From an optimization exercise on the open Yosys and OpenROAD flow, aimed at small area and a short achievable clock period; shortcuts taken in it are not production practice.
Function was checked by simulation only, so behaviour that the tests miss may differ from the original.
Power is estimated from default activity; no workload was simulated.

`flow/constraint.sdc`:
```
create_clock -name core_clock -period 5.0 [get_ports {clk_in}]
set_input_delay 1.0000 -clock core_clock [delete_from_list [all_inputs] [get_ports {clk_in}]]
set_output_delay 1.0000 -clock core_clock [all_outputs]
set_load 0.01 [all_outputs]
```
`flow/design.v`:
```
module fifo_queue
#(
        parameter QUEUE_SIZE = 16,
        parameter QUEUE_PTR_WIDTH_IN_BITS = 4,
        parameter SINGLE_ENTRY_WIDTH_IN_BITS = 32,
        parameter STORAGE_TYPE = "LUTRAM"
)
(
        input                                                                   reset_in,
        input                                                                   clk_in,
        output                                                                  is_empty_out,
        output                                                                  is_full_out,
        input           [SINGLE_ENTRY_WIDTH_IN_BITS - 1 : 0]                    request_in,
        input                                                                   request_valid_in,
        output  reg                                                             issue_ack_out,
        output  reg     [SINGLE_ENTRY_WIDTH_IN_BITS - 1 : 0]                    request_out,
        output  reg                                                             request_valid_out,
        input                                                                   issue_ack_in,
        output          [SINGLE_ENTRY_WIDTH_IN_BITS * QUEUE_SIZE - 1 : 0]       fifo_entry_packed_out,
        output          [QUEUE_SIZE - 1 : 0]                                    fifo_entry_valid_packed_out
);
localparam W = SINGLE_ENTRY_WIDTH_IN_BITS;
localparam N = QUEUE_SIZE;
reg  [N - 1 : 0]     write_sel;
reg  [N - 1 : 0]     read_sel;
reg                  full_r;
reg                  empty_r;
reg                  not_full_r;
reg                  not_empty_r;
reg  [N - 1 : 0]     valid_r;
reg  [W * N - 1 : 0] data_r;
assign is_full_out                 = full_r;
assign is_empty_out                = empty_r;
assign fifo_entry_valid_packed_out = valid_r;
assign fifo_entry_packed_out       = data_r;
wire write = request_valid_in & (not_full_r | issue_ack_in);
wire read  = issue_ack_in & not_empty_r;
wire [N - 1 : 0] valid_next_slot = {valid_r[0], valid_r[N - 1 : 1]};
wire after_read_valid  = |(read_sel  & valid_next_slot);
wire after_write_valid = |(write_sel & valid_next_slot);
wire full_next  = not_full_r ? (request_valid_in & ~read & after_write_valid)
                             : (~issue_ack_in | request_valid_in);
wire empty_next = not_full_r & ~request_valid_in & (~not_empty_r | (issue_ack_in & ~after_read_valid));
wire [N - 1 : 0] write_sel_next = write ? {write_sel[N - 2 : 0], write_sel[N - 1]} : write_sel;
wire [N - 1 : 0] read_sel_next  = read  ? {read_sel[N - 2 : 0],  read_sel[N - 1]}  : read_sel;
reg  [W - 1 : 0] head;
integer k;
always @(*)
begin
        head = {W{1'b0}};
        for (k = 0; k < N; k = k + 1)
                head = head | (data_r[k * W +: W] & {W{read_sel[k]}});
end
always @(posedge clk_in, posedge reset_in)
begin
        if (reset_in)
        begin
                write_sel         <= {{(N - 1){1'b0}}, 1'b1};
                read_sel          <= {{(N - 1){1'b0}}, 1'b1};
                issue_ack_out     <= 1'b0;
                request_out       <= {W{1'b0}};
                request_valid_out <= 1'b0;
                full_r            <= 1'b0;
                empty_r           <= 1'b1;
                not_full_r        <= 1'b1;
                not_empty_r       <= 1'b0;
        end
        else
        begin
                write_sel         <= write_sel_next;
                read_sel          <= read_sel_next;
                issue_ack_out     <= write;
                request_out       <= head;
                request_valid_out <= not_empty_r;
                full_r            <= full_next;
                empty_r           <= empty_next;
                not_full_r        <= ~full_next;
                not_empty_r       <= ~empty_next;
        end
end
genvar gen;
generate
        for (gen = 0; gen < N; gen = gen + 1)
        begin : slot
                wire we   = write & write_sel[gen];
                wire keep = ~(issue_ack_in & (read_sel[gen] & not_empty_r));
                always @(posedge clk_in, posedge reset_in)
                begin
                        if (reset_in)
                        begin
                                data_r[gen * W +: W] <= {W{1'b0}};
                                valid_r[gen]         <= 1'b0;
                        end
                        else
                        begin
                                data_r[gen * W +: W] <= (request_in & {W{we}}) | (data_r[gen * W +: W] & {W{keep}});
                                valid_r[gen]         <= we | (valid_r[gen] & keep);
                        end
                end
        end
endgenerate
endmodule
```
`flow/config.mk`:
```
export PLATFORM = sky130hd
export DESIGN_NAME = fifo_queue
export DESIGN_NICKNAME = fifo_queue
export VERILOG_FILES = /design/flow/design.v
export SDC_FILE = /design/flow/constraint.sdc
export NUM_CORES = 4
export LEC_CHECK = 0
export CAP_MARGIN = 20
export CORE_MARGIN = 2
export CORE_UTILIZATION = 40
export SETUP_SLACK_MARGIN = 2.8
export SLEW_MARGIN = 20
```
`flow/standard.sh`:
```
#!/bin/bash
# synth_recipe.tcl (not shown) runs the flow's synth.tcl, then flattens the netlist and writes it again
# the make line also repeats each setting of config.mk as NAME=value (left out here)
make -C /OpenROAD-flow-scripts/flow DESIGN_CONFIG=/design/flow/config.mk WORK_HOME=/design/flow/orfs CLKGATE_MAP_FILE= SYNTH_SCRIPT=/design/flow/synth_recipe.tcl "${@:-finish}"
```
`flow/flow/run.sh`:
```
#!/bin/bash
export BUFFER_PORTS_ARGS="-buffer_cell sky130_fd_sc_hd__buf_1"
export SETUP_MOVE_SEQUENCE="unbuffer,sizeup,swap"
bash standard.sh MATCH_CELL_FOOTPRINT=0 finish > standard.log 2>&1
```
==> key figures, run 1 <==
Clock tree
  – CTS max path bufs: 3
  – Clk sinks: about 600
  – Clk slew on worst S/H paths: 60 ps
  – CTS root buf: clkbuf_16
  – CTS HTree Levels: 2
  – CTS tree: built
  – Setup bufs post-CTS: 0
  – Worst-skew pair later-pin latency: around 650 ps
  – Num CTS Buffers: 61
  – CTS Hold Bufs: 0

Drt
  – Vias per inst: between 6 and 7
  – Post-route ant nets: 0
  – DRC viols: 0
  – DR WL/cell: 37.18 um
  – Drt total wl: 113.9 mm
  – Starting DRT DRC Count: 2741
  – Drt pass-1 iters: 26
  – Via count: around 21000

Timing
  – Final Setup Violations: 0
  – Aggregate negative setup slack: 0 ps
  – Final count of hold timing violations: 0
  – Fin Hold WS: between 400 and 500 ps
  – Worst slew margin: around a third
  – Worst Clk Skew: 24.01 ps
  – RSZ-0062 raised after global routing: true
  – Minimum clock period: approximately 2300 ps
  – Final Slew Violations: 0
  – Slew @ Worst Pin: roughly 990 ps
  – Crit share post-route: 45.60%
  – F_max: ~0.44 GHz
  – Final worst setup slack: approximately 2700 ps

Yosys
  – Top cell type by total area after synthesis: dfrtp_1
  – Syn_area_per_cell: between 10 and 15 um2
  – Seq/Total Area, Yosys: 62.49%
  – Top cells by count, synth: a22o_1 (646), dfrtp_1 (594), a221oi_1 (134)
  – Synth top area share: 62.06%
  – Cells after Synth: ~1800
  – Count leader, synth: a22o_1
  – Synth Cell Area: between 20000 and 25000 um2
  – Synth top area cells: dfrtp_1 (62%), a22o_1 (24%), a221oi_1 (4.9%), clkbuf_1 (1.9%), buf_6 (1.8%)
  – Synth warn: 1
  – Syn Nets: 1808
  – Async S/R FF share, synth: 100.0%
  – Post-synth EDFFs: 0
  – Netlist cell types: 26
  – Register bit total from synthesis: around 600
  – Main synth FF type: dfrtp_1

Layout
  – Final instance area: 30220 um2
  – Share of layout cells above drive strength 1: 33.35%
  – Finished Core Util: about half
  – FF/Latch Area: around 15000 um2
  – Nets@finish: about 2300
  – Multi-input logic area: roughly 8000 um2
  – Layout fillers: approximately 5200
  – Area Growth Syn to Fin: 26.18%

Place
  – Final HPWL DP: ~68 mm
  – Routability cong.: 0.9007
  – DP Area: roughly 26000 um2
  – Placement Setup Slack: 1755 ps
  – I/O Buffers: about 600

Floorplan
  – Row cnt: 89
  – Initial Util: between 40 and 50%
  – Chip width: ~250 um
  – CORE AREA: 59130 um2
  – Die area: 61860 um2
  – Die height: 248.7 um
  – Num ports: 600

Critical path
  – Startpoint Class: flop
  – Buf+Inv Stages, Crit Path: 1
  – Crit end category: output port
  – CP cell instances: buf_2
  – Slowest-stage cell, CP: dfrtp_1
  – Largest delay share family, worst path: flip-flops
  – Worst Path Class, Setup: reg -> out
  – CP max stage delay: about 450 ps
  – Arr. time, crit path: between 1000 and 1500 ps
  – Worst-path fanout max: 3
  – Required @ worst endpoint: ~4000 ps

Global routing
  – Antenna violations before repair: 2
  – Vias in the first global route: approximately 21000
  – Largest net degree at the start of global routing: 150
  – GRT Overall Usage: between 30 and 40%
  – Total gr overflow: 0
  – First-pass GRT wire length: roughly 160 mm

Status
  – Run status: no timing/DRC/antenna violations

Flow run
  – Max cap viols: 0

Power
  – PwrDens: between 300 and 400 nW/um2
  – Leakage: between 15 and 20 nW
  – Maximum VDD drop: 0.2892 mV

Worst hold path
  – Hold Crit Class: in -> async
## metal layers
metal	routed length [um]	global-route usage, %	vias to the layer above
met5	0	0	-
met4	5996	16.57	0
met3	12890	10.53	418
met2	50830	53.47	1723
met1	44140	47.80	10990
li1	-	-	7953
## final cells by class
type | instances | area share, %
Antenna cell | 1 | 0.008280
Clock buffer | 96 | 6.085
Clock inverter | 17 | 0.4844
Inverter | 2 | 0.04554
Multi-Input combinational cell | 927 | 26.03
Sequential cell | 598 | 49.80
Tap cell | 773 | 3.200
Timing Repair Buffer | 648 | 14.35
## cells by family after synthesis
family | Yosys count | synth area share [%]
flip-flops | 598 | 62.49
buffers and inverters | 247 | 5.333
AO/OA/AOI/OAI | 821 | 29.86
AND/OR/NAND/NOR | 106 | 2.309
## sequential cells by signal (all words and copies together), names as in the netlist
signal             flops
data_r               512
request_out           32
read_sel              16
valid_r               16
write_sel             16
empty_r                1
full_r                 1
issue_ack_out          1
not_empty_r            1
not_full_r             1
request_valid_out      1
## through the flow
| stage | instances | power [mW] |
|---|---|---|
| 2_1_floorplan | 1772 | 5.079 |
| 3_3_place_gp | 2948 | 5.147 |
| 3_5_place_dp | 2948 | 5.150 |
| 4_1_cts | 3061 | 9.664 |
| 5_1_grt | 3062 | 9.890 |
| 6_report | 3062 | 9.651 |
## what timing repair did
action                     CTS  global route
gates resized for setup    879           154
pin swaps                    1             4
setup endpoints to repair  934           856
## where the power goes
part | internal, mW | switching (mW) | total (mW)
Combinational | 0.0242 | 0.199 | 0.224
Sequential | 4.84 | 0.00213 | 4.84
Clock | 2.57 | 2.01 | 4.58
Total | 7.44 | 2.21 | 9.65
## final timing paths
path / start / endpoint / slack [ps] / depth (start not counted)
worst max-delay path: data_r[376] / fifo_entry_packed_out[376] / 2720 / 1
worst min-delay path: reset_in / request_out[11] / 490 / 2
worst max register to register: read_sel[2] / request_out[30] / 2910 / 4
worst min register to register: not_empty_r / request_valid_out / 490 / 0
max in group asynchronous: reset_in / data_r[321] / 3180 / 3
min in group core_clock: not_empty_r / request_valid_out / 490 / 0
## cell usage in the layout, fill, tap and decap left out, drive strengths merged
cell / synthesis / final
and2: 17 / 17
a221oi: 134 / 134
a21oi: 2 / 2
a222oi: 1 / 1
bufinv: 0 / 1
a21o: 32 / 32
clkinvlp: 0 / 2
dfstp: 4 / 4
and4: 1 / 1
and3: 1 / 1
nor2: 2 / 2
inv: 2 / 2
diode: 0 / 1
nand4: 32 / 32
clkbuf: 124 / 430
a41oi: 2 / 2
clkinv: 0 / 14
buf: 121 / 314
o21ai: 1 / 1
a41o: 2 / 2
a22o: 646 / 646
a22oi: 1 / 1
dfrtp: 594 / 594
nand2: 52 / 52
nand2b: 1 / 1
==> run 2: changes to the inputs <==
--- a/flow/config.mk
+++ b/flow/config.mk
@@ -5,6 +5,7 @@
 export SDC_FILE = /design/flow/constraint.sdc
 export NUM_CORES = 4
 export LEC_CHECK = 0
+export ABC_AREA = 1
 export CAP_MARGIN = 20
 export CORE_MARGIN = 2
 export CORE_UTILIZATION = 40
==> key figures, run 2 <==
Floorplan
  – Die height: 252.3 um (+1.5%)
  – CORE AREA: 61370 um2 (+3.8%)
  – Chip width: 252.3 um (+1.5%)
  – Initial Util: 40.19% (-0.31 points)
  – Num ports: 600 (unchanged)
  – Row cnt: 91 (+2.2%)
  – Die area: 63670 um2 (+2.9%)

Yosys
  – Netlist cell types: 28 (+7.7%)
  – Synth top area share: 60.26% (-1.8 points)
  – Syn_area_per_cell: 8.967 um2 (-34%)
  – Count leader, synth: nand2_1
  – Synth top area cells: dfrtp_1 (60%), nand2_1 (16%), o21ai_0 (8.4%), nand4_1 (2.7%), o21ai_1 (1.9%)
  – Synth Cell Area: 24670 um2 (+3.0%)
  – Syn Nets: 2787 (+54%)
  – Top cells by count, synth: nand2_1 (1044), dfrtp_1 (594), o21ai_0 (416)
  – Async S/R FF share, synth: 100.0% (unchanged)
  – Seq/Total Area, Yosys: 60.68% (-1.8 points)
  – Top cell type by total area after synthesis: dfrtp_1
  – Register bit total from synthesis: 598 (unchanged)
  – Synth warn: 1 (unchanged)
  – Post-synth EDFFs: 0 (unchanged)
  – Cells after Synth: 2751 (+55%)
  – Main synth FF type: dfrtp_1

Layout
  – Multi-input logic area: 8195 um2 (+4.2%)
  – Most frequent cells in the layout: nand2_1 (1040), dfrtp_1 (538), o21ai_0 (416), clkbuf_2 (265), buf_1 (216)
  – Biggest regs: data_r (512), request_out (32)
  – Nets@finish: 3296 (+45%)
  – Area Growth Syn to Fin: 23.44%
  – Share of layout cells above drive strength 1: 18.62% (-15 points)
  – Finished Layout Cells: 4099 (+34%)
  – Commonest non-fill, non-tap cell in the layout: nand2_1
  – Number of flip-flops in the largest register: 512 (unchanged)
  – Finished Core Util: 49.62% (-1.5 points)
  – # diodes: 0 (-1)
  – Layout fillers: 5955 (+14%)
  – Biggest register: data_r
  – FF/Latch Area: 15040 um2 (about the same)

Worst hold path
  – Hold Crit Class: in -> async

Global routing
  – Largest net degree at the start of global routing: 115 (-23%)
  – Antenna violations before repair: 2 (unchanged)
  – Vias in the first global route: 22290 (+7.9%)
  – First-pass GRT wire length: 161.4 mm (+1.3%)
  – GRT Overall Usage: 35.39% (-0.29 points)
  – Total gr overflow: 0 (unchanged)

Drt
  – Post-route ant nets: 0 (unchanged)
  – Starting DRT DRC Count: 2800 (+2.2%)
  – DRC viols: 0 (unchanged)
  – Drt total wl: 115.0 mm (+0.98%)
  – DR WL/cell: 28.05 um (-25%)
  – Drt pass-1 iters: 6 (-77%)
  – Vias per inst: 5.821 (-15%)
  – Via count: 23860 (+13%)

Clock tree
  – CTS root buf: clkbuf_16
  – Clk slew on worst S/H paths: 60 ps (about the same)
  – CTS tree: built
  – CTS max path bufs: 3 (unchanged)
  – Worst-skew pair later-pin latency: 610 ps (-40 ps)
  – CTS HTree Levels: 3 (+1)
  – Num CTS Buffers: 66 (+8.2%)
  – Clk sinks: 598 (unchanged)

Critical path
  – Arr. time, crit path: 2930 ps (+1650 ps)
  – Crit end category: flop
  – Startpoint Class: primary input
  – Worst Path Class, Setup: in -> reg
  – Worst reg2reg path depth: 5 (+1)
  – Worst-path fanout max: 34 (+31)
  – Required @ worst endpoint: 5480 ps (+1480 ps)

Place
  – I/O Buffers: 599 (unchanged)
  – Final HPWL DP: 70.27 mm (+3.6%)
  – Routability cong.: 0.8792 (-2.4%)
  – Cells after DPL: 3982 (+35%)

Power
  – Leakage: 14.79 nW (-3.9%)
  – PwrDens: 750.9 nW/um2 (+140%)
  – Maximum VDD drop: 0.3564 mV (+23%)

Timing
  – Worst Clk Skew: 27.42 ps (+3.413 ps)
  – Minimum clock period: 2447 ps (+166.8 ps)
  – Crit share post-route: 48.93% (+3.3 points)
  – Final Setup Violations: 0 (unchanged)
  – Slew @ Worst Pin: 1013 ps (+27.60 ps)
  – F_max: 0.4087 GHz (-6.8%)
  – RSZ-0062 raised after global routing: true
  – Final Slew Violations: 0 (unchanged)
  – Final count of hold timing violations: 0 (unchanged)
  – Worst slew margin: 32.21% (-2.1 points)

Status
  – Run status: no timing/DRC/antenna violations

Flow run
  – Max cap viols: 0 (unchanged)
-- run 2: layout make-up --
cell class	instances	share of cell area (%)
Clock buffer	105	6.804
Multi-Input combinational cell	1844	26.91
Clock inverter	12	0.4068
Inverter	121	1.598
Sequential cell	598	49.41
Timing Repair Buffer	629	11.62
Tap cell	790	3.246
-- run 2: cell families after synthesis --
logic type             synth area share (%)
AOI/OAI and AO/OA                     12.39
buffers and inverters                 6.208
DFF                                   60.68
and+or+nand+nor                       20.72
-- run 2: metrics by stage --
step / hold WS [ps] / TNS, ps / cell area [um2] / worst slack [ps] / power (mW)
after floorplan: 439.3 / -2473710 / 24670 / -4152 / 12.78
after global placement: 463.6 / 0 / 27130 / 1982 / 16.76
after detailed placement: 455.2 / 0 / 27150 / 1889 / 16.91
after CTS: 392.1 / 0 / 30100 / 2579 / 22.45
after global routing: 424.7 / 0 / 30450 / 2452 / 23.89
final: 417.1 / 0 / 30450 / 2553 / 22.86
-- run 2: what timing repair did --
action,in CTS,in global routing
buffers inserted,0,0
setup endpoints to repair,584,582
resized for setup,478,201
hold buffers,0,0
pin swaps,1,0
-- run 2: worst paths after layout --
check | start | slack, ps | endpoint
hold / removal | reset_in | 420 | data_r[350]
setup reg to reg | read_sel[7] | 2630 | data_r[242]
setup / recovery | issue_ack_in | 2550 | data_r[112]
hold reg to reg | not_empty_r | 470 | request_valid_out
max in group asynchronous | reset_in | 3330 | data_r[208]
min in group core_clock | not_empty_r | 470 | request_valid_out
-- run 2: power breakdown --
| group | switching (mW) | internal [mW] |
|---|---|---|
| Sequential | 2.48 | 7.06 |
| Clock | 2.07 | 2.94 |
| Combinational | 5.38 | 2.93 |
-- run 2: critical path, stage by stage --
cell,delay (ps)
buf_1,220
o21a_4,540
nand2_2,730
o21ai_0,410
-- run 2: layer usage --
layer | up-vias | track usage, % | part of all wire, % | wire (um)
li1 | 10010 | - | - | -
met3 | 312 | 9.166 | 11 | 12930
met2 | 1682 | 55.89 | 46 | 53310
met1 | 11860 | 45.79 | 38 | 43450
met4 | 0 | 16.21 | 4.6 | 5286
met5 | - | 0 | 0 | 0
==> run 3: changes to the inputs <==
--- a/flow/config.mk
+++ b/flow/config.mk
@@ -5,9 +5,10 @@
 export SDC_FILE = /design/flow/constraint.sdc
 export NUM_CORES = 4
 export LEC_CHECK = 0
-export ABC_AREA = 1
 export CAP_MARGIN = 20
 export CORE_MARGIN = 2
 export CORE_UTILIZATION = 40
+export CTS_CLUSTER_DIAMETER = 100
+export CTS_CLUSTER_SIZE = 24
 export SETUP_SLACK_MARGIN = 2.8
 export SLEW_MARGIN = 20
==> key figures, run 3 <==
Global routing
  – First-pass GRT wire length: 158.2 mm (-2.0%)
  – GRT Overall Usage: 35.33% (-0.059 points)
  – Antenna violations before repair: 3 (+1)
  – Largest net degree at the start of global routing: 150 (+30%)
  – Vias in the first global route: 20370 (-8.6%)
  – Total gr overflow: 0 (unchanged)

Critical path
  – Crit end category: output port
  – Worst-path fanout max: 3 (-91%)
  – Worst Path Class, Setup: reg -> out
  – Stages on worst setup path: 1 (-3)
  – Buf+Inv Stages, Crit Path: 1 (unchanged)
  – CP max stage delay: 460 ps (-270 ps)
  – R2R Path End: request_out[30]
  – Largest delay share family, worst path: flip-flops
  – Arr. time, crit path: 1260 ps (-1670 ps)
  – Required @ worst endpoint: 4000 ps (-1480 ps)
  – Slowest-stage cell, CP: dfrtp_1
  – Crit path to: fifo_entry_packed_out[376]
  – Startpoint Class: flop
  – Worst r2r src: read_sel[2]
  – CP cell instances: buf_2
  – Worst setup startpoint: data_r[376]
  – Worst reg2reg path depth: 4 (-1)
  – Reg-to-reg slack, setup: 2850 ps (+220 ps)

Timing
  – Worst Clk Skew: 17.68 ps (-9.742 ps)
  – Final Setup Violations: 0 (unchanged)
  – Crit share post-route: 45.18% (-3.8 points)
  – Minimum clock period: 2259 ps (-187.6 ps)
  – Worst slew margin: 36.49% (+4.3 points)
  – Final count of hold timing violations: 0 (unchanged)
  – Final Slew Violations: 0 (unchanged)
  – RSZ-0062 raised after global routing: true
  – Fin Hold WS: 482.9 ps (+65.75 ps)
  – Aggregate negative setup slack: 0 ps (unchanged)
  – Slew @ Worst Pin: 952.7 ps (-60.55 ps)
  – F_max: 0.4426 GHz (+8.3%)

Yosys
  – Seq/Total Area, Yosys: 62.49% (+1.8 points)
  – Register bit total from synthesis: 598 (unchanged)
  – Main synth FF type: dfrtp_1
  – Syn Nets: 1808 (-35%)
  – Netlist cell types: 26 (-7.1%)
  – Synth Cell Area: 23950 um2 (-2.9%)
  – Syn_area_per_cell: 13.52 um2 (+51%)
  – Async S/R FF share, synth: 100.0% (unchanged)
  – Top cells by count, synth: a22o_1 (646), dfrtp_1 (594), a221oi_1 (134)
  – Synth top area share: 62.06% (+1.8 points)
  – Post-synth EDFFs: 0 (unchanged)
  – Synth warn: 1 (unchanged)
  – Cells after Synth: 1772 (-36%)
  – Top cell type by total area after synthesis: dfrtp_1
  – Synth top area cells: dfrtp_1 (62%), a22o_1 (24%), a221oi_1 (4.9%), clkbuf_1 (1.9%), buf_6 (1.8%)
  – Count leader, synth: a22o_1

Drt
  – DRC viols: 0 (unchanged)
  – DR WL/cell: 37.68 um (+34%)
  – Post-route ant nets: 0 (unchanged)
  – Via count: 20770 (-13%)
  – Drt total wl: 112.8 mm (-1.9%)
  – Starting DRT DRC Count: 2736 (-2.3%)
  – Drt pass-1 iters: 30 (+24)
  – Vias per inst: 6.939 (+19%)

Power
  – Leakage: 14.78 nW (about the same)
  – Maximum VDD drop: 0.2952 mV (-17%)
  – PwrDens: 268.4 nW/um2 (-64%)

Clock tree
  – Clk sinks: 598 (unchanged)
  – CTS root buf: clkbuf_16
  – CTS max path bufs: 3 (unchanged)
  – Worst-skew pair later-pin latency: 620 ps (about the same)
  – Clk slew on worst S/H paths: 100 ps (+40 ps)
  – CTS tree: built
  – CTS HTree Levels: 1 (-2)
  – Setup bufs post-CTS: 0 (unchanged)
  – Num CTS Buffers: 29 (-56%)

Floorplan
  – Num ports: 600 (unchanged)
  – Chip width: 248.7 um (-1.4%)
  – Die area: 61860 um2 (-2.8%)
  – Initial Util: 40.51% (+0.31 points)
  – CORE AREA: 59130 um2 (-3.6%)
  – Row cnt: 89 (-2.2%)
  – Die height: 248.7 um (-1.4%)

Layout
  – Area Growth Syn to Fin: 21.17%
  – Nets@finish: 2242 (-32%)
  – Commonest non-fill, non-tap cell in the layout: a22o_1
  – Number of flip-flops in the largest register: 512 (unchanged)
  – Biggest register: data_r
  – Share of layout cells above drive strength 1: 31.61% (+13 points)
  – Layout fillers: 5333 (-10%)
  – FF/Latch Area: 15050 um2 (about the same)
  – Biggest regs: data_r (512), request_out (32)
  – Most frequent cells in the layout: a22o_1 (646), dfrtp_1 (531), clkbuf_2 (341), buf_6 (159), a221oi_1 (134)
  – Multi-input logic area: 7881 um2 (-3.8%)

Worst hold path
  – Hold Crit Class: in -> async

Place
  – Routability cong.: 0.9007 (+2.4%)
  – Final HPWL DP: 67.82 mm (-3.5%)
  – I/O Buffers: 599 (unchanged)

Flow run
  – Max cap viols: 0 (unchanged)

Status
  – Run status: no timing/DRC/antenna violations
## run 3: cell count changes in the layout (fill, tap and decap cells not counted), moves of 76 or more
cell | before | now
a221oi_1 | 2 | 134
a22o_1 | 6 | 646
buf_1 | 216 | 82
buf_6 | 83 | 159
clkbuf_2 | 265 | 341
inv_1 | 102 | 0
nand2_1 | 1040 | 36
o21ai_0 | 416 | 0
o21ai_1 | 93 | 0
## run 3: cell families after synthesis
logic type / after synthesis / share of synthesized area (%)
AND/OR/NAND/NOR: 106 / 2.309
AO/OA/AOI/OAI: 821 / 29.86
buffers and inverters: 247 / 5.333
flip-flops: 598 / 62.49
## run 3: per-stage QoR
stage	cell area, um2	power, mW	util [%]	setup WS [ps]	std cells
final	29020	7.791	49.08	2741	2993
after global placement	26390	5.147	44.63	1630	2948
after global routing	29020	8.013	49.08	2724	2992
after detailed placement	26410	5.150	44.66	1755	2948
after floorplan	23960	5.079	-	-4152	1772
after CTS	28650	7.817	48.45	2704	2991
## run 3: worst min path at each step
stage | endpoint | slack [ps] | cells past startpoint
after global routing | request_valid_out | 500 | 0
final | request_out[11] | 480 | 2
after detailed placement | request_valid_out | 450 | 0
after floorplan | request_valid_out | 390 | 0
after global placement | request_valid_out | 450 | 0
after CTS | request_valid_out | 480 | 0
## run 3: layout make-up
cell class              count  share of cell area (%)
repair buffers            648                   14.81
inverters                   2                 0.04742
well taps                 773                   3.332
diodes                      2                 0.01724
flip-flops and latches    598                   51.86
multi-input cells         927                   27.15
clock inverters             2                 0.09484
clock buffers              41                   2.690
## run 3: metal layers
layer  up-vias  global-route usage [%]  wire, um
met5         -                       0         0
met4         0                   15.17      6063
met2      1704                   53.44     50210
met1     10810                   47.65     43870
li1       7856                       -         -
met3       404                   10.04     12620
## run 3: timing repair
item / CTS / global route
pin swaps: 1 / 1
hold buffers: 0 / 0
endpoints found under the setup margin: 920 / 877
resized for setup: 834 / 183
## run 3: where the power goes
part | total [mW] | leakage, nW | switching, mW | internal (mW)
Clock | 2.73 | 0.391 | 1.63 | 1.10
Sequential | 4.84 | 8.23 | 0.00214 | 4.84
Combinational | 0.223 | 6.16 | 0.199 | 0.0236
Total | 7.79 | 14.8 | 1.83 | 5.96
==> run 4: changes to the inputs <==
==> flow/flow/run.sh (replaced) <==
#!/bin/bash
export BUFFER_PORTS_ARGS="-buffer_cell sky130_fd_sc_hd__buf_1"
bash standard.sh MATCH_CELL_FOOTPRINT=0 finish > standard.log 2>&1
--- a/flow/config.mk
+++ b/flow/config.mk
@@ -8,7 +8,6 @@
 export CAP_MARGIN = 20
 export CORE_MARGIN = 2
 export CORE_UTILIZATION = 40
-export CTS_CLUSTER_DIAMETER = 100
-export CTS_CLUSTER_SIZE = 24
 export SETUP_SLACK_MARGIN = 2.8
 export SLEW_MARGIN = 20
+export TNS_END_PERCENT = 5
==> key figures, run 4 <==
Timing
  – Crit share post-route: 48.41% (+3.2 points)
  – Worst Clk Skew: 26.70 ps (+9.018 ps)
  – Final Setup Violations: 0 (unchanged)
  – Final count of hold timing violations: 0 (unchanged)
  – Slew @ Worst Pin: 1038 ps (+85.45 ps)
  – F_max: 0.4131 GHz (-6.7%)
  – Final worst setup slack: 2579 ps (-161.5 ps)
  – RSZ-0062 raised after global routing: true
  – Minimum clock period: 2421 ps (+161.5 ps)
  – Fin Hold WS: 485.2 ps (+2.347 ps)
  – Worst slew margin: 30.79% (-5.7 points)
  – Final Slew Violations: 0 (unchanged)

Layout
  – Number of flip-flops in the largest register: 512 (unchanged)
  – Biggest regs: data_r (512), request_out (32)
  – Commonest non-fill, non-tap cell in the layout: a22o_1
  – Most frequent cells in the layout: a22o_1 (646), buf_1 (598), dfrtp_1 (579), a221oi_1 (134), clkbuf_16 (62)
  – Nets@finish: 2276 (+1.5%)
  – Layout fillers: 5403 (+1.3%)
  – Area Growth Syn to Fin: 18.93%
  – Biggest register: data_r
  – Share of layout cells above drive strength 1: 8.821% (-23 points)
  – Finished Layout Cells: 3064 (+2.4%)

Clock tree
  – CTS HTree Levels: 2 (+1)
  – Clk slew on worst S/H paths: 60 ps (-40 ps)
  – Worst-skew pair later-pin latency: 650 ps (+30 ps)
  – Clk sinks: 598 (unchanged)
  – CTS max path bufs: 3 (unchanged)
  – CTS root buf: clkbuf_16
  – Num CTS Buffers: 61 (+110%)
  – CTS tree: built

Yosys
  – Synth top area share: 62.06% (unchanged)
  – Top cell type by total area after synthesis: dfrtp_1
  – Synth Cell Area: 23950 um2 (unchanged)
  – Top cells by count, synth: a22o_1 (646), dfrtp_1 (594), a221oi_1 (134)
  – Async S/R FF share, synth: 100.0% (unchanged)
  – Post-synth EDFFs: 0 (unchanged)
  – Register bit total from synthesis: 598 (unchanged)
  – Count leader, synth: a22o_1
  – Synth warn: 1 (unchanged)
  – Main synth FF type: dfrtp_1
  – Netlist cell types: 26 (unchanged)
  – Seq/Total Area, Yosys: 62.49% (unchanged)
  – Syn Nets: 1808 (unchanged)
  – Synth top area cells: dfrtp_1 (62%), a22o_1 (24%), a221oi_1 (4.9%), clkbuf_1 (1.9%), buf_6 (1.8%)
  – Cells after Synth: 1772 (unchanged)
  – Syn_area_per_cell: 13.52 um2 (unchanged)

Critical path
  – Crit end category: flop
  – Worst r2r src: read_sel[2]
  – Worst-path fanout max: 26 (+23)
  – Largest delay share family, worst path: buffers and inverters
  – Startpoint Class: primary input
  – Required @ worst endpoint: 5510 ps (+1510 ps)
  – Buf+Inv Stages, Crit Path: 3 (+2)
  – Worst reg2reg path depth: 3 (-1)
  – CP max stage delay: 410 ps (-50 ps)
  – R2R Path End: data_r[72]
  – Reg-to-reg slack, setup: 2690 ps (-160 ps)
  – Arr. time, crit path: 2930 ps (+1670 ps)
  – Worst Path Class, Setup: in -> reg
  – CP cell instances: buf_1 -> and2_2 -> buf_6 -> nand2_2 -> buf_4 -> a22o_1
  – Slowest-stage cell, CP: buf_4

Worst hold path
  – Hold Crit Class: reg -> reg
  – Hold Crit Depth: 0
  – Beginning of the worst hold path: not_empty_r
  – Endpoint, Worst Hold: request_valid_out

Drt
  – Post-route ant nets: 0 (unchanged)
  – Vias per inst: 6.881 (-0.84%)
  – Drt total wl: 113.8 mm (+0.93%)
  – DRC viols: 0 (unchanged)
  – Via count: 21080 (+1.5%)
  – DR WL/cell: 37.15 um (-1.4%)
  – Starting DRT DRC Count: 2577 (-5.8%)
  – Drt pass-1 iters: 28 (-6.7%)

Floorplan
  – Die area: 61860 um2 (unchanged)
  – CORE AREA: 59130 um2 (unchanged)
  – Initial Util: 40.51% (unchanged)
  – Row cnt: 89 (unchanged)
  – Chip width: 248.7 um (unchanged)
  – Die height: 248.7 um (unchanged)
  – Num ports: 600 (unchanged)

Power
  – Maximum VDD drop: 0.2922 mV (-1.0%)
  – Leakage: 13.42 nW (-9.2%)
  – Tot Pwr: 9.644 mW (+24%)
  – PwrDens: 338.5 nW/um2 (+26%)

Global routing
  – Antenna violations before repair: 3 (unchanged)
  – Total gr overflow: 0 (unchanged)
  – Largest net degree at the start of global routing: 150 (unchanged)
  – First-pass GRT wire length: 158.7 mm (+0.30%)
  – Vias in the first global route: 20470 (+0.51%)
  – GRT Overall Usage: 35.60% (+0.27 points)

Flow run
  – Max cap viols: 0 (unchanged)

Place
  – Routability cong.: 0.9007 (unchanged)
  – Final HPWL DP: 67.82 mm (unchanged)
  – Cells after DPL: 2948 (unchanged)
  – Placement Setup Slack: 1755 ps (unchanged)
  – I/O Buffers: 599 (unchanged)

Status
  – Run status: no timing/DRC/antenna violations
## run 4: final cells by class
| type | count | area (um2) | share of cell area (%) |
|---|---|---|---|
| repair buffers | 650 | 2718 | 9.540 |
| multi-input cells | 927 | 7815 | 27.43 |
| clock buffers | 96 | 1839 | 6.456 |
| inverters | 2 | 11.26 | 0.03953 |
| well taps | 773 | 967.2 | 3.395 |
| flip-flops and latches | 598 | 14990 | 52.61 |
| diodes | 1 | 2.502 | 0.008784 |
| clock inverters | 17 | 146.4 | 0.5139 |
## run 4: worst register-to-register path, cell delays in order, from the launching register on
cell and delay [ps]:
dfrtp_2 890, nand2_4 490, buf_4 500, a22o_1 330
## run 4: kinds of logic after synthesis
kind of cell	after synthesis	synth area share, %
AOI/OAI and AO/OA	821	29.86
buffers and inverters	247	5.333
DFF	598	62.49
and+or+nand+nor	106	2.309
## run 4: worst max path at each step
stage	start	end	slack, ps	cells after the start
after CTS	data_r[123]	fifo_entry_packed_out[123]	2610	1
final	issue_ack_in	data_r[101]	2580	6
after global placement	issue_ack_in	data_r[139]	1630	5
after detailed placement	issue_ack_in	data_r[372]	1750	5
after global routing	issue_ack_in	data_r[104]	2570	6
after floorplan	reset_in	data_r[0]	-4150	1
## run 4: stage by stage
step                       TNS, ps  util (%)  area, um2
after floorplan           -2473710         -      23960
after global placement           0     44.63      26390
after detailed placement         0     44.66      26410
after CTS                        0     48.13      28460
after global routing             0     48.18      28490
final                            0     48.18      28490
## run 4: layer usage
metal / vias up / global-route usage (%) / wire [um]
met5: - / 0 / 10
met4: 2 / 17.63 / 6596
met3: 437 / 9.896 / 12930
met2: 1727 / 52.75 / 49820
met1: 10960 / 48.19 / 44460
li1: 7960 / - / -
## run 4: power by group
part	internal, mW	switching, mW	total, mW
combinational	0.0221	0.197	0.219
clock	2.57	2.01	4.58
sequential	4.84	0.00196	4.84
total	7.44	2.21	9.64
## run 4: timing repair
item	CTS	global route
endpoints found under the setup margin	934	993
hold endpoints to repair	0	0
gates resized for setup	18	4
setup buffers	0	2
hold buffers	0	0
pin swaps	1	0
==> run 5: changes to the inputs <==
==> flow/flow/run.sh (replaced) <==
#!/bin/bash
export BUFFER_PORTS_ARGS="-buffer_cell sky130_fd_sc_hd__buf_1"
export SETUP_MOVE_SEQUENCE="unbuffer,sizeup,swap"
bash standard.sh MATCH_CELL_FOOTPRINT=0 finish > standard.log 2>&1
--- a/flow/config.mk
+++ b/flow/config.mk
@@ -8,6 +8,7 @@
 export CAP_MARGIN = 20
 export CORE_MARGIN = 2
 export CORE_UTILIZATION = 40
+export CTS_CLUSTER_DIAMETER = 90
+export CTS_CLUSTER_SIZE = 20
 export SETUP_SLACK_MARGIN = 2.8
 export SLEW_MARGIN = 20
-export TNS_END_PERCENT = 5
==> key figures, run 5 <==
Timing
  – RSZ-0062 raised after global routing: true
  – Minimum clock period: 2236 ps (-184.7 ps)
  – F_max: 0.4472 GHz (+8.3%)
  – Final count of hold timing violations: 0 (unchanged)
  – Worst slew margin: 36.46% (+5.7 points)
  – Final Slew Violations: 0 (unchanged)
  – Fin Hold WS: 490.3 ps (+5.049 ps)
  – Aggregate negative setup slack: 0 ps (unchanged)
  – Final Setup Violations: 0 (unchanged)
  – Worst Clk Skew: 45.38 ps (+18.68 ps)
  – Crit share post-route: 44.72% (-3.7 points)
  – Slew @ Worst Pin: 953.1 ps (-85.00 ps)

Yosys
  – Async S/R FF share, synth: 100.0% (unchanged)
  – Synth warn: 1 (unchanged)
  – Syn_area_per_cell: 13.52 um2 (unchanged)
  – Post-synth EDFFs: 0 (unchanged)
  – Cells after Synth: 1772 (unchanged)
  – Top cells by count, synth: a22o_1 (646), dfrtp_1 (594), a221oi_1 (134)
  – Main synth FF type: dfrtp_1
  – Synth top area cells: dfrtp_1 (62%), a22o_1 (24%), a221oi_1 (4.9%), clkbuf_1 (1.9%), buf_6 (1.8%)
  – Register bit total from synthesis: 598 (unchanged)
  – Top cell type by total area after synthesis: dfrtp_1
  – Count leader, synth: a22o_1
  – Netlist cell types: 26 (unchanged)
  – Synth top area share: 62.06% (unchanged)
  – Syn Nets: 1808 (unchanged)
  – Seq/Total Area, Yosys: 62.49% (unchanged)
  – Synth Cell Area: 23950 um2 (unchanged)

Layout
  – Number of flip-flops in the largest register: 512 (unchanged)
  – Most frequent cells in the layout: a22o_1 (646), dfrtp_1 (532), buf_1 (327), clkbuf_2 (190), a221oi_1 (134)
  – Biggest register: data_r
  – Commonest non-fill, non-tap cell in the layout: a22o_1
  – Biggest regs: data_r (512), request_out (32)
  – FF/Latch Area: 15050 um2 (+0.41%)
  – Finished Core Util: 48.04% (-0.14 points)
  – Area Growth Syn to Fin: 18.60%
  – Share of layout cells above drive strength 1: 20.97% (+12 points)
  – Multi-input logic area: 7886 um2 (+0.91%)
  – Nets@finish: 2250 (-1.1%)
  – Finished Layout Cells: 3007 (-1.9%)
  – Layout fillers: 5379 (-0.44%)

Place
  – Cells after DPL: 2948 (unchanged)
  – Final HPWL DP: 67.82 mm (unchanged)
  – I/O Buffers: 599 (unchanged)
  – Routability cong.: 0.9007 (unchanged)

Power
  – Pint: 6.332 mW (-15%)
  – Maximum VDD drop: 0.2621 mV (-10%)
  – PwrDens: 291.6 nW/um2 (-14%)
  – Clk pwr share: 38.9% (-8.6 points)
  – Sequential Power Share: 58.4% (+8.2 points)
  – Leakage: 13.94 nW (+3.8%)
  – Combinational power share: 2.7% (+0.4 points)
  – Switch Pwr: 1.951 mW (-12%)
  – Sw Ratio: 23.56% (+0.67 points)

Critical path
  – CP cell instances: buf_6
  – Worst reg2reg path depth: 4 (+1)
  – Largest delay share family, worst path: flip-flops
  – Reg-to-reg slack, setup: 2900 ps (+210 ps)
  – R2R Path End: request_out[30]
  – Buf+Inv Stages, Crit Path: 1 (-2)
  – CP max stage delay: 480 ps (+70 ps)
  – Required @ worst endpoint: 4000 ps (-1510 ps)
  – Worst-path fanout max: 4 (-85%)
  – Slowest-stage cell, CP: dfrtp_2
  – Crit end category: output port
  – Worst Path Class, Setup: reg -> out
  – Arr. time, crit path: 1240 ps (-1690 ps)
  – Startpoint Class: flop
  – Worst r2r src: read_sel[2]

Flow run
  – Max cap viols: 0 (unchanged)

Worst hold path
  – Hold Crit Class: reg -> reg
  – Hold Crit Depth: 0 (unchanged)
  – Endpoint, Worst Hold: request_valid_out
  – Beginning of the worst hold path: not_empty_r

Global routing
  – Largest net degree at the start of global routing: 150 (unchanged)
  – Antenna violations before repair: 3 (unchanged)
  – Total gr overflow: 0 (unchanged)
  – GRT Overall Usage: 35.51% (-0.091 points)
  – Vias in the first global route: 20260 (-1.1%)
  – First-pass GRT wire length: 158.2 mm (-0.30%)

Drt
  – Post-route ant nets: 0 (unchanged)
  – Drt pass-1 iters: 28 (unchanged)
  – Via count: 20860 (-1.1%)
  – DRC viols: 0 (unchanged)
  – Vias per inst: 6.937 (+0.82%)
  – DR WL/cell: 37.68 um (+1.4%)
  – Starting DRT DRC Count: 2901 (+13%)
  – Drt total wl: 113.3 mm (-0.45%)

Clock tree
  – Worst-skew pair later-pin latency: 600 ps (-50 ps)
  – Clk slew on worst S/H paths: 100 ps (+40 ps)
  – Num CTS Buffers: 37 (-39%)
  – CTS HTree Levels: 2 (unchanged)
  – Clk sinks: 598 (unchanged)
  – CTS max path bufs: 3 (unchanged)
  – CTS tree: built
  – CTS root buf: clkbuf_16
  – Setup bufs post-CTS: 0 (unchanged)

Floorplan
  – Die height: 248.7 um (unchanged)
  – Num ports: 600 (unchanged)
  – Row cnt: 89 (unchanged)
  – Initial Util: 40.51% (unchanged)
  – Die area: 61860 um2 (unchanged)
  – CORE AREA: 59130 um2 (unchanged)
  – Chip width: 248.7 um (unchanged)

Status
  – Run status: no timing/DRC/antenna violations
[run 5: worst max-delay path by stage]
stage	start	endpoint	cells past startpoint
2_1_floorplan	reset_in	data_r[0]	1
3_5_place_dp	issue_ack_in	data_r[372]	5
4_1_cts	issue_ack_in	data_r[334]	6
3_3_place_gp	issue_ack_in	data_r[139]	5
5_1_grt	valid_r[9]	fifo_entry_valid_packed_out[9]	1
6_report	valid_r[9]	fifo_entry_valid_packed_out[9]	1
[run 5: power by group through the flow]
stage | Sequential (mW) | Clock, mW | Combinational, mW
CTS | 4.84 | 3.23 | 0.225
finish | 4.84 | 3.22 | 0.226
detailed placement | 4.93 | 0 | 0.217
floorplan | 4.94 | 0 | 0.139
global route | 4.84 | 3.42 | 0.249
global placement | 4.93 | 0 | 0.214
[run 5: cells by family (layout without fill, tap and decap cells)]
| group | count (synthesis) | after routing | synth area share [%] |
|---|---|---|---|
| flip-flops | 598 | 598 | 62.49 |
| buffers and inverters | 247 | 707 | 5.333 |
| AND/OR/NAND/NOR | 106 | 106 | 2.309 |
| AO/OA/AOI/OAI | 821 | 821 | 29.86 |
| other | 0 | 2 | 0 |
[run 5: per-layer routing]
metal | wire length (um) | track usage [%] | share of wire [%] | vias up
met5 | 0 | 0 | 0 | -
met4 | 5857 | 16.57 | 5.2 | 0
met3 | 12770 | 9.666 | 11 | 357
met2 | 50330 | 52.98 | 44 | 1753
met1 | 44350 | 48.28 | 39 | 10860
li1 | - | - | - | 7887
[run 5: timing repair]
action / CTS / global route
endpoints found under the hold margin: 0 / 0
hold buffers: 0 / 0
setup endpoints to repair: 719 / 611
gates resized for setup: 338 / 185
pin swaps: 1 / 3
[run 5: per-stage QoR]
step                setup slack (ps)  instance area [um2]  power, mW
floorplan                      -4152                23960      5.079
global placement                1630                26390      5.147
detailed placement              1755                26410      5.150
CTS                             2692                28120      8.287
global route                    2759                28400      8.503
finish                          2764                28410      8.283
[run 5: final cells by class]
class / instances / area share (%)
Tap cell: 773 / 3.405
Inverter: 2 / 0.05726
Clock buffer: 52 / 3.643
Multi-Input combinational cell: 927 / 27.76
Antenna cell: 2 / 0.01762
Sequential cell: 598 / 52.98
Clock inverter: 5 / 0.1982
Timing Repair Buffer: 648 / 11.94
==> run 6: changes to the inputs <==
--- a/flow/config.mk
+++ b/flow/config.mk
@@ -7,7 +7,7 @@
 export LEC_CHECK = 0
 export CAP_MARGIN = 20
 export CORE_MARGIN = 2
-export CORE_UTILIZATION = 40
+export CORE_UTILIZATION = 50
 export CTS_CLUSTER_DIAMETER = 90
 export CTS_CLUSTER_SIZE = 20
 export SETUP_SLACK_MARGIN = 2.8
==> key figures, run 6 <==
Global routing
  – Antenna violations before repair: 1 (-2)
  – Total gr overflow: 0 (unchanged)
  – Largest net degree at the start of global routing: 127 (-15%)
  – Vias in the first global route: 19520 (-3.7%)
  – GRT Overall Usage: 42.47% (+7.0 points)
  – First-pass GRT wire length: 150.3 mm (-5.0%)

Critical path
  – Crit end category: flop
  – R2R Path End: data_r[0]
  – Worst Path Class, Setup: in -> reg
  – Slowest-stage cell, CP: o21ai_4
  – Worst reg2reg path depth: 5 (+1)
  – Arr. time, crit path: 2730 ps (+1490 ps)
  – Most common cell on crit path: buf_12
  – CP cell instances: buf_12 -> o21ai_4 -> clkinv_4 -> and2_4 -> buf_12 -> a22o_1
  – Reg-to-reg slack, setup: 2860 ps (-40 ps)
  – CP max stage delay: 460 ps (-20 ps)
  – Worst-path fanout max: 23 (+19)
  – Startpoint Class: primary input
  – Required @ worst endpoint: 5460 ps (+1460 ps)
  – Worst r2r src: not_full_r

Power
  – Maximum VDD drop: 0.2236 mV (-15%)
  – Leakage: 13.66 nW (-2.0%)
  – PwrDens: 288.4 nW/um2 (-1.1%)
  – Tot Pwr: 8.039 mW (-2.9%)

Status
  – Run status: no timing/DRC/antenna violations

Clock tree
  – Clk sinks: 598 (unchanged)
  – CTS HTree Levels: 2 (unchanged)
  – CTS max path bufs: 3 (unchanged)
  – Setup bufs post-CTS: 0 (unchanged)
  – Worst-skew pair later-pin latency: 580 ps (-20 ps)
  – CTS tree: built
  – CTS root buf: clkbuf_16
  – Clk slew on worst S/H paths: 90 ps (about the same)
  – Num CTS Buffers: 35 (-5.4%)

Yosys
  – Main synth FF type: dfrtp_1
  – Synth top area share: 62.06% (unchanged)
  – Seq/Total Area, Yosys: 62.49% (unchanged)
  – Top cells by count, synth: a22o_1 (646), dfrtp_1 (594), a221oi_1 (134)
  – Count leader, synth: a22o_1
  – Async S/R FF share, synth: 100.0% (unchanged)
  – Synth Cell Area: 23950 um2 (unchanged)
  – Synth warn: 1 (unchanged)
  – Syn Nets: 1808 (unchanged)
  – Top cell type by total area after synthesis: dfrtp_1
  – Post-synth EDFFs: 0 (unchanged)
  – Netlist cell types: 26 (unchanged)
  – Register bit total from synthesis: 598 (unchanged)
  – Syn_area_per_cell: 13.52 um2 (unchanged)
  – Synth top area cells: dfrtp_1 (62%), a22o_1 (24%), a221oi_1 (4.9%), clkbuf_1 (1.9%), buf_6 (1.8%)
  – Cells after Synth: 1772 (unchanged)

Timing
  – Final Slew Violations: 0 (unchanged)
  – Slew @ Worst Pin: 914.0 ps (-39.16 ps)
  – Final worst setup slack: 2730 ps (-33.70 ps)
  – Worst slew margin: 39.07% (+2.6 points)
  – F_max: 0.4406 GHz (-1.5%)
  – Crit share post-route: 45.39% (+0.67 points)
  – Minimum clock period: 2270 ps (+33.70 ps)
  – Final Setup Violations: 0 (unchanged)
  – RSZ-0062 raised after global routing: true
  – Final count of hold timing violations: 0 (unchanged)
  – Worst Clk Skew: 13.32 ps (-32.06 ps)

Flow run
  – Max cap viols: 0 (unchanged)

Drt
  – Drt total wl: 107.2 mm (-5.4%)
  – DRC viols: 0 (unchanged)
  – DR WL/cell: 37.80 um (+0.31%)
  – Vias per inst: 7.260 (+4.6%)
  – Starting DRT DRC Count: 2779 (-4.2%)
  – Post-route ant nets: 0 (unchanged)
  – Via count: 20590 (-1.3%)
  – Drt pass-1 iters: 5 (-82%)

Floorplan
  – Die height: 222.9 um (-10%)
  – Die area: 49670 um2 (-20%)
  – Chip width: 222.9 um (-10%)
  – CORE AREA: 47550 um2 (-20%)
  – Initial Util: 50.38% (+9.9 points)
  – Row cnt: 80 (-10%)
  – Num ports: 600 (unchanged)

Layout
  – Commonest non-fill, non-tap cell in the layout: a22o_1
  – Area Growth Syn to Fin: 16.38%
  – Nets@finish: 2246 (-0.18%)
  – Number of flip-flops in the largest register: 512 (unchanged)
  – Share of layout cells above drive strength 1: 17.84% (-3.1 points)
  – Most frequent cells in the layout: a22o_1 (646), dfrtp_1 (540), buf_1 (381), clkbuf_2 (165), a221oi_1 (134)
  – Layout fillers: 4036 (-25%)
  – Biggest register: data_r
  – FF/Latch Area: 15040 um2 (about the same)
  – Biggest regs: data_r (512), request_out (32)
  – Multi-input logic area: 7835 um2 (-0.65%)

Worst hold path
  – Hold Crit Depth: 0 (unchanged)
  – Endpoint, Worst Hold: request_valid_out
  – Beginning of the worst hold path: not_empty_r
  – Hold Crit Class: reg -> reg

Place
  – Placement Setup Slack: 1193 ps (-561.8 ps)
  – I/O Buffers: 599 (unchanged)
  – Routability cong.: 0.8635 (-4.1%)
  – Final HPWL DP: 63.14 mm (-6.9%)
-- run 6: logic make-up after synthesis --
kind of cell	Yosys count	synth area share, %
simple gates	106	2.309
compound gates	821	29.86
flops	598	62.49
buf+inv	247	5.333
-- run 6: worst max-delay path, delay by kind of cell --
kind | cells | cell delay (ps)
buffers and inverters | 3 | 650
and+or+nand+nor | 1 | 390
AOI/OAI and AO/OA | 2 | 660
-- run 6: how the worst max path moves through the flow --
| stage | start | endpoint | slack, ps |
|---|---|---|---|
| floorplan | reset_in | data_r[0] | -4150 |
| global placement | issue_ack_in | data_r[106] | 1300 |
| detailed placement | issue_ack_in | data_r[20] | 1190 |
| CTS | issue_ack_in | data_r[332] | 2570 |
| global route | issue_ack_in | data_r[1] | 2740 |
| finish | issue_ack_in | data_r[0] | 2730 |
-- run 6: power breakdown --
part / switching [mW] / internal (mW) / total [mW]
clock: 1.63 / 1.35 / 2.98
sequential: 0.00203 / 4.83 / 4.84
combinational: 0.193 / 0.0255 / 0.218
-- run 6: layout make-up --
cell class | instances | area share, %
sequential | 598 | 53.94
multi-input combinational | 927 | 28.11
timing repair buffer | 646 | 11.67
clock buffer | 47 | 3.456
tap | 615 | 2.760
inverter | 2 | 0.05835
antenna | 1 | 0.008977
-- run 6: timing repair --
| action | in CTS | in global routing |
|---|---|---|
| endpoints found under the setup margin | 704 | 563 |
| cloned | 0 | 0 |
| pin swaps | 5 | 5 |
| hold buffers | 0 | 0 |
| gates resized for setup | 233 | 186 |
-- run 6: through the flow --
stage	cells	setup TNS (ps)	util [%]	hold WS, ps	cell area, um2
floorplan	1772	-2473710	-	386.9	23960
detailed placement	2788	0	55.11	446.7	26200
finish	2836	0	58.63	485.9	27880
CTS	2835	0	57.88	479.0	27520
global placement	2788	0	55.08	443.3	26190
global route	2836	0	58.63	485.8	27880
-- run 6: layer usage --
metal	vias to the layer above	GRT usage (%)	part of all wire [%]
met5	-	0	0
met4	0	21.35	5.6
met3	347	11.77	12
met2	1679	64.01	45
met1	10720	56.83	37
li1	7838	-	-
==> run 7: changes to the inputs <==
--- a/flow/config.mk
+++ b/flow/config.mk
@@ -7,8 +7,8 @@
 export LEC_CHECK = 0
 export CAP_MARGIN = 20
 export CORE_MARGIN = 2
-export CORE_UTILIZATION = 50
+export CORE_UTILIZATION = 40
 export CTS_CLUSTER_DIAMETER = 90
 export CTS_CLUSTER_SIZE = 20
-export SETUP_SLACK_MARGIN = 2.8
+export SETUP_SLACK_MARGIN = 3.0
 export SLEW_MARGIN = 20
==> key figures, run 7 <==
Yosys
  – Synth top area share: 62.06% (unchanged)
  – Synth Cell Area: 23950 um2 (unchanged)
  – Main synth FF type: dfrtp_1
  – Top cells by count, synth: a22o_1 (646), dfrtp_1 (594), a221oi_1 (134)
  – Seq/Total Area, Yosys: 62.49% (unchanged)
  – Netlist cell types: 26 (unchanged)
  – Async S/R FF share, synth: 100.0% (unchanged)
  – Synth top area cells: dfrtp_1 (62%), a22o_1 (24%), a221oi_1 (4.9%), clkbuf_1 (1.9%), buf_6 (1.8%)
  – Synth warn: 1 (unchanged)
  – Count leader, synth: a22o_1
  – Post-synth EDFFs: 0 (unchanged)
  – Cells after Synth: 1772 (unchanged)
  – Syn_area_per_cell: 13.52 um2 (unchanged)
  – Top cell type by total area after synthesis: dfrtp_1
  – Register bit total from synthesis: 598 (unchanged)
  – Syn Nets: 1808 (unchanged)

Layout
  – Number of flip-flops in the largest register: 512 (unchanged)
  – Share of layout cells above drive strength 1: 33.83% (+16 points)
  – Biggest regs: data_r (512), request_out (32)
  – Most frequent cells in the layout: a22o_1 (646), dfrtp_1 (532), clkbuf_2 (353), buf_6 (170), a221oi_1 (129)
  – Finished Core Util: 50.24% (-8.4 points)
  – Commonest non-fill, non-tap cell in the layout: a22o_1
  – Area Growth Syn to Fin: 24.03%
  – Nets@finish: 2242 (-0.18%)
  – Biggest register: data_r

Drt
  – Drt total wl: 113.5 mm (+5.9%)
  – DRC viols: 0 (unchanged)
  – Drt pass-1 iters: 26 (+21)
  – Vias per inst: 6.928 (-4.6%)
  – DR WL/cell: 37.84 um (+0.12%)
  – Starting DRT DRC Count: 2875 (+3.5%)
  – Via count: 20780 (+0.95%)
  – Post-route ant nets: 0 (unchanged)

Floorplan
  – CORE AREA: 59130 um2 (+24%)
  – Row cnt: 89 (+11%)
  – Die area: 61860 um2 (+25%)
  – Initial Util: 40.51% (-9.9 points)
  – Chip width: 248.7 um (+12%)
  – Num ports: 600 (unchanged)
  – Die height: 248.7 um (+12%)

Timing
  – RSZ-0062 raised after global routing: true
  – Worst Clk Skew: 38.01 ps (+24.69 ps)
  – Aggregate negative setup slack: 0 ps (unchanged)
  – Slew @ Worst Pin: 986.0 ps (+72.00 ps)
  – Minimum clock period: 2230 ps (-39.87 ps)
  – Final Setup Violations: 0 (unchanged)
  – F_max: 0.4485 GHz (+1.8%)
  – Crit share post-route: 44.60% (-0.80 points)
  – Final Slew Violations: 0 (unchanged)
  – Final count of hold timing violations: 0 (unchanged)
  – Worst slew margin: 34.27% (-4.8 points)

Critical path
  – Largest delay share family, worst path: flip-flops
  – CP max stage delay: 460 ps (about the same)
  – Startpoint Class: flop
  – Arr. time, crit path: 1230 ps (-1500 ps)
  – R2R Path End: data_r[461]
  – Worst r2r src: not_full_r
  – CP cell instances: clkbuf_2
  – Worst Path Class, Setup: reg -> out
  – Crit end category: output port
  – Buf+Inv Stages, Crit Path: 1 (-2)
  – Required @ worst endpoint: 4000 ps (-1460 ps)
  – Worst reg2reg path depth: 4 (-1)
  – Slowest-stage cell, CP: dfrtp_1
  – Reg-to-reg slack, setup: 2920 ps (+60 ps)
  – Worst-path fanout max: 3 (-87%)

Power
  – Clk pwr share: 38.1% (+1.0 points)
  – Sequential Power Share: 59.1% (-1.1 points)
  – Maximum VDD drop: 0.2530 mV (+13%)
  – Combinational power share: 2.8% (about the same)
  – Sw Ratio: 23.61% (+0.88 points)
  – PwrDens: 275.5 nW/um2 (-4.5%)
  – Pint: 6.251 mW (+0.64%)
  – Switch Pwr: 1.932 mW (+5.7%)
  – Leakage: 15.07 nW (+10%)

Worst hold path
  – Hold Crit Class: reg -> reg
  – Endpoint, Worst Hold: request_valid_out
  – Beginning of the worst hold path: not_empty_r
  – Hold Crit Depth: 0 (unchanged)

Clock tree
  – CTS max path bufs: 3 (unchanged)
  – Num CTS Buffers: 36 (+2.9%)
  – Clk sinks: 598 (unchanged)
  – CTS Hold Bufs: 0 (unchanged)
  – CTS root buf: clkbuf_16
  – Setup bufs post-CTS: 0 (unchanged)
  – CTS HTree Levels: 2 (unchanged)
  – CTS tree: built
  – Worst-skew pair later-pin latency: 600 ps (+20 ps)
  – Clk slew on worst S/H paths: 90 ps (about the same)

Global routing
  – Total gr overflow: 0 (unchanged)
  – GRT Overall Usage: 35.63% (-6.8 points)
  – Largest net degree at the start of global routing: 172 (+35%)
  – Antenna violations before repair: 2 (+1)
  – First-pass GRT wire length: 159.2 mm (+6.0%)
  – Vias in the first global route: 20300 (+4.0%)

Place
  – I/O Buffers: 599 (unchanged)
  – Final HPWL DP: 69.12 mm (+9.5%)
  – Routability cong.: 0.9413 (+9.0%)

Status
  – Run status: no timing/DRC/antenna violations

Flow run
  – Max cap viols: 0 (unchanged)
## run 7: cell counts after synthesis
Identical to the previous run, type by type.
## run 7: power by group through the flow
stage	combinational [mW]	clock, mW	sequential [mW]
after global placement	0.210	0	4.93
after CTS	0.227	3.14	4.84
after detailed placement	0.215	0	4.93
after floorplan	0.140	0	4.94
after global routing	0.249	3.30	4.84
final	0.226	3.12	4.84
## run 7: repair_timing
item / CTS / global route
resized for setup: 1046 / 164
pin swaps: 36 / 289
endpoints found under the setup margin: 1129 / 1331
## run 7: metrics by stage
step / worst slack (ps) / hold WS (ps) / power [mW] / cell area [um2] / cells
6_report: 2770 / 471.2 / 8.183 / 29710 / 3000
3_3_place_gp: 1393 / 427.3 / 5.143 / 26340 / 2941
3_5_place_dp: 1288 / 426.6 / 5.147 / 26340 / 2941
5_1_grt: 2752 / 477.4 / 8.385 / 29710 / 3000
4_1_cts: 2759 / 462.6 / 8.208 / 29320 / 2999
2_1_floorplan: -4152 / 386.9 / 5.079 / 24090 / 1772
## run 7: logic make-up after synthesis
logic type | Yosys count | share of synthesized area (%)
AND/OR/NAND/NOR | 106 | 2.309
flip-flops | 598 | 62.49
buffers and inverters | 247 | 5.333
AO/OA/AOI/OAI | 821 | 29.86
## run 7: final cells by class
type	instances	area (um2)
clock inverter	4	40.04
antenna	1	2.502
multi-input combinational	927	7981
tap	773	967.2
fill	5257	29420
timing repair buffer	641	4654
sequential	598	15060
clock buffer	54	989.7
inverter	2	16.27
## run 7: worst max path at each step
stage / from / end / slack [ps] / cells past startpoint
after floorplan: reset_in / data_r[0] / -4150 / 1
after detailed placement: issue_ack_in / data_r[202] / 1290 / 4
final: data_r[347] / fifo_entry_packed_out[347] / 2770 / 1
after CTS: data_r[152] / fifo_entry_packed_out[152] / 2760 / 1
after global placement: issue_ack_in / data_r[85] / 1390 / 4
after global routing: data_r[349] / fifo_entry_packed_out[349] / 2750 / 1
## run 7: routing by layer
layer / vias to the layer above / track usage [%] / routed length (um)
met5: - / 0 / 0
met1: 10670 / 48.09 / 43010
met2: 1844 / 52.86 / 49850
li1: 7869 / - / -
met4: 0 / 17.54 / 6647
met3: 401 / 10.05 / 14030
==> run 8: changes to the inputs <==
--- a/flow/config.mk
+++ b/flow/config.mk
@@ -8,7 +8,5 @@
 export CAP_MARGIN = 20
 export CORE_MARGIN = 2
 export CORE_UTILIZATION = 40
-export CTS_CLUSTER_DIAMETER = 90
-export CTS_CLUSTER_SIZE = 20
 export SETUP_SLACK_MARGIN = 3.0
 export SLEW_MARGIN = 20
==> key figures, run 8 <==
Status
  – Run status: no timing/DRC/antenna violations

Timing
  – Crit share post-route: 44.81% (+0.21 points)
  – RSZ-0062 raised after global routing: true
  – Final Setup Violations: 0 (unchanged)
  – Final count of hold timing violations: 0 (unchanged)
  – Final Slew Violations: 0 (unchanged)
  – Final worst setup slack: 2760 ps (-10.64 ps)
  – Minimum clock period: 2240 ps (+10.64 ps)
  – Worst Clk Skew: 34.96 ps (-3.054 ps)
  – Aggregate negative setup slack: 0 ps (unchanged)
  – F_max: 0.4463 GHz (-0.47%)
  – Slew @ Worst Pin: 1009 ps (+23.35 ps)
  – Fin Hold WS: 452.1 ps (-19.13 ps)
  – Worst slew margin: 32.71% (-1.6 points)

Yosys
  – Cells after Synth: 1772 (unchanged)
  – Syn_area_per_cell: 13.52 um2 (unchanged)
  – Compound-gate portion of the synthesized area: 29.86% (unchanged)
  – Synth top area share: 62.06% (unchanged)
  – Main synth FF type: dfrtp_1
  – Post-Synth Adder-Cell Area: 0% (unchanged)
  – Largest family of logic cells by synthesized area: compound AO/OA/AOI/OAI gates
  – Async S/R FF share, synth: 100.0% (unchanged)
  – Count leader, synth: a22o_1
  – Syn Nets: 1808 (unchanged)
  – Synth top area cells: dfrtp_1 (62%), a22o_1 (24%), a221oi_1 (4.9%), clkbuf_1 (1.9%), buf_6 (1.8%)
  – Xor/xnor cell area share of the yosys netlist: 0% (unchanged)
  – Seq/Total Area, Yosys: 62.49% (unchanged)
  – Synth Cell Area: 23950 um2 (unchanged)
  – Netlist cell types: 26 (unchanged)
  – Top cell type by total area after synthesis: dfrtp_1
  – Post-synthesis mux area share: 0% (unchanged)
  – Synth warn: 1 (unchanged)
  – Post-synth EDFFs: 0 (unchanged)
  – Top cells by count, synth: a22o_1 (646), dfrtp_1 (594), a221oi_1 (134)
  – Register bit total from synthesis: 598 (unchanged)
  – Simple logic cell fraction of the synthesized area: 2.309% (unchanged)

Critical path
  – Crit end category: output port
  – Worst reg2reg path depth: 4 (unchanged)
  – Arr. time, crit path: 1240 ps (about the same)
  – Buf+Inv Stages, Crit Path: 1 (unchanged)
  – CP cell instances: buf_2
  – Slowest-stage cell, CP: dfrtp_1
  – Startpoint Class: flop
  – CP max stage delay: 450 ps (about the same)
  – Worst Path Class, Setup: reg -> out
  – Stages on worst setup path: 1 (unchanged)
  – Required @ worst endpoint: 4000 ps (about the same)
  – Worst-path fanout max: 3 (unchanged)
  – Largest delay share family, worst path: flip-flops

Power
  – PwrDens: 326.3 nW/um2 (+18%)
  – Switch Pwr: 2.302 mW (+19%)
  – Leakage: 15.61 nW (+3.6%)
  – Sw Ratio: 22.93% (-0.68 points)
  – Sequential Power Share: 48.2% (-11 points)
  – Pint: 7.738 mW (+24%)
  – Tot Pwr: 10.04 mW (+23%)
  – Clk pwr share: 49.5% (+11 points)
  – Maximum VDD drop: 0.2413 mV (-4.6%)
  – Combinational power share: 2.2% (-0.6 points)

Place
  – Final HPWL DP: 69.12 mm (unchanged)
  – Placement Setup Slack: 1288 ps (unchanged)
  – Routability cong.: 0.9413 (unchanged)
  – Cells after DPL: 2941 (unchanged)
  – DP Area: 26340 um2 (unchanged)
  – I/O Buffers: 599 (unchanged)

Clock tree
  – Num CTS Buffers: 67 (+86%)
  – CTS tree: built
  – CTS root buf: clkbuf_16
  – CTS Hold Bufs: 0 (unchanged)
  – Clk sinks: 598 (unchanged)
  – Setup bufs post-CTS: 0 (unchanged)
  – Worst-skew pair later-pin latency: 620 ps (+20 ps)
  – CTS HTree Levels: 3 (+1)
  – CTS max path bufs: 3 (unchanged)
  – Clk slew on worst S/H paths: 60 ps (-30 ps)

Floorplan
  – Chip width: 248.7 um (unchanged)
  – Initial Util: 40.51% (unchanged)
  – CORE AREA: 59130 um2 (unchanged)
  – Num ports: 600 (unchanged)
  – Row cnt: 89 (unchanged)
  – Die area: 61860 um2 (unchanged)
  – Die height: 248.7 um (unchanged)

Layout
  – Finished Layout Cells: 3062 (+2.1%)
  – Share of layout cells above drive strength 1: 35.45% (+1.6 points)
  – Commonest non-fill, non-tap cell in the layout: a22o_1
  – Number of flip-flops in the largest register: 512 (unchanged)
  – Final instance area: 30770 um2 (+3.6%)
  – Nets@finish: 2273 (+1.4%)
  – Finished Core Util: 52.03% (+1.8 points)
  – Most frequent cells in the layout: a22o_1 (646), dfrtp_1 (535), clkbuf_2 (353), buf_6 (166), a221oi_1 (130)
  – Area Growth Syn to Fin: 28.45%
  – Layout fillers: 5143 (-2.2%)
  – Biggest register: data_r
  – Biggest regs: data_r (512), request_out (32)

Global routing
  – Grt met1 use: 47.83% (-0.26 points)
  – GRT Overall Usage: 35.97% (+0.34 points)
  – First-pass GRT wire length: 160.3 mm (+0.65%)
  – Antenna violations before repair: 2 (unchanged)
  – Gr busiest metal: met2
  – GRT met2 Usage: 52.57% (-0.29 points)
  – Largest net degree at the start of global routing: 172 (unchanged)
  – Total gr overflow: 0 (unchanged)
  – Grt met3 use: 11.34% (+1.3 points)
  – Vias in the first global route: 20600 (+1.5%)

Drt
  – Starting DRT DRC Count: 2732 (-5.0%)
  – Drt pass-1 iters: 27 (+3.8%)
  – Vias per inst: 6.930 (about the same)
  – DRC viols: 0 (unchanged)
  – Drt total wl: 114.3 mm (+0.71%)
  – DR WL/cell: 37.34 um (-1.3%)
  – Via count: 21220 (+2.1%)
  – Post-route ant nets: 0 (unchanged)

Flow run
  – Max cap viols: 0 (unchanged)

Worst hold path
  – Hold Crit Class: reg -> reg
  – Hold Crit Depth: 0 (unchanged)
==> run 8: cell count changes in the layout (fill, tap and decap cells not counted), moves of 2 or more <==
cell	delta
buf_6	-4
dfrtp_1	+3
buf_4	+3
inv_8	-2
dfrtp_2	-3
clkinvlp_4	+2
bufinv_16	+3
buf_2	+4
clkbuf_16	+31
clkbuf_8	+13
inv_6	+2
clkinv_2	+11
buf_16	-2
==> run 8: power by group through the flow <==
stage	combinational, mW	sequential, mW	clock, mW
detailed placement	0.215	4.93	0
global placement	0.210	4.93	0
floorplan	0.140	4.94	0
finish	0.226	4.84	4.97
CTS	0.223	4.84	5.00
global route	0.250	4.84	5.19
==> run 8: worst register-to-register path, stage by stage, from the launching register on <==
cell     delay, ps
dfstp_2        600
o21ai_4        190
inv_6          200
and2_4         750
a22o_1         280
==> run 8: worst paths after layout <==
kind                       slack [ps]   startpoint                          to
setup reg to reg                 2910   not_full_r                 data_r[272]
min in group asynchronous         500     reset_in                 read_sel[5]
max in group asynchronous        3180     reset_in                 data_r[310]
hold reg to reg                   450  not_empty_r           request_valid_out
setup / recovery                 2760  data_r[344]  fifo_entry_packed_out[344]
hold / removal                    450  not_empty_r           request_valid_out
==> run 8: logic make-up (layout without fill, tap and decap cells) <==
group	count (synthesis)	count (layout)
simple gates	106	106
other cells	0	1
compound gates	821	821
flops	598	598
buf+inv	247	763
==> run 8: final cells by class <==
type	count	area [um2]	share of cell area, %
Sequential cell	598	15050	48.93
Multi-Input combinational cell	927	7970	25.90
Timing Repair Buffer	641	4582	14.89
Clock buffer	98	1944	6.320
Tap cell	773	967.2	3.144
Clock inverter	22	231.5	0.7523
Inverter	2	16.27	0.05287
Antenna cell	1	2.502	0.008133
==> run 8: metal layers <==
layer / up-vias / share of wire [%]
met1: 10880 / 38
li1: 7978 / -
met5: - / 0
met4: 0 / 6.3
met2: 1918 / 43
met3: 445 / 12
==> run 8: timing repair <==
| action | CTS | global route |
|---|---|---|
| endpoints found under the setup margin | 1128 | 1291 |
| pin swaps | 5 | 149 |
| gates resized for setup | 1012 | 177 |
| hold endpoints to repair | 0 | 0 |

[re-timing with driven ports]
The results above use ideal ports. As a check the final layouts listed here were re-extracted and re-timed, cells and wires unchanged.
Step 1: set_driving_cell puts a clkbuf_16 on clk_in and a buf_2 on each other input, an assumption about the parent block.
Step 2 also shifts input and output timing later by t, the mid clock arrival at the registers, as if the neighbouring blocks saw the same clock.
Slacks: ideal / step 1 / step 2; pairs: ideal / step 1.
run	shift t [ns]	setup WS [ns]
run 1	0.699	2.720 / 2.656 / 2.139
run 2	0.657	2.553 / 2.584 / 1.927
run 3	0.676	2.741 / 2.675 / 2.180
run 4	0.699	2.579 / 2.586 / 1.905
run 5	0.645	2.764 / 2.699 / 2.209
run 6	0.635	2.730 / 2.709 / 2.100
run 7	0.645	2.770 / 2.705 / 2.216
run 8	0.667	2.760 / 2.695 / 2.229
After both steps every run listed still meets setup and hold.
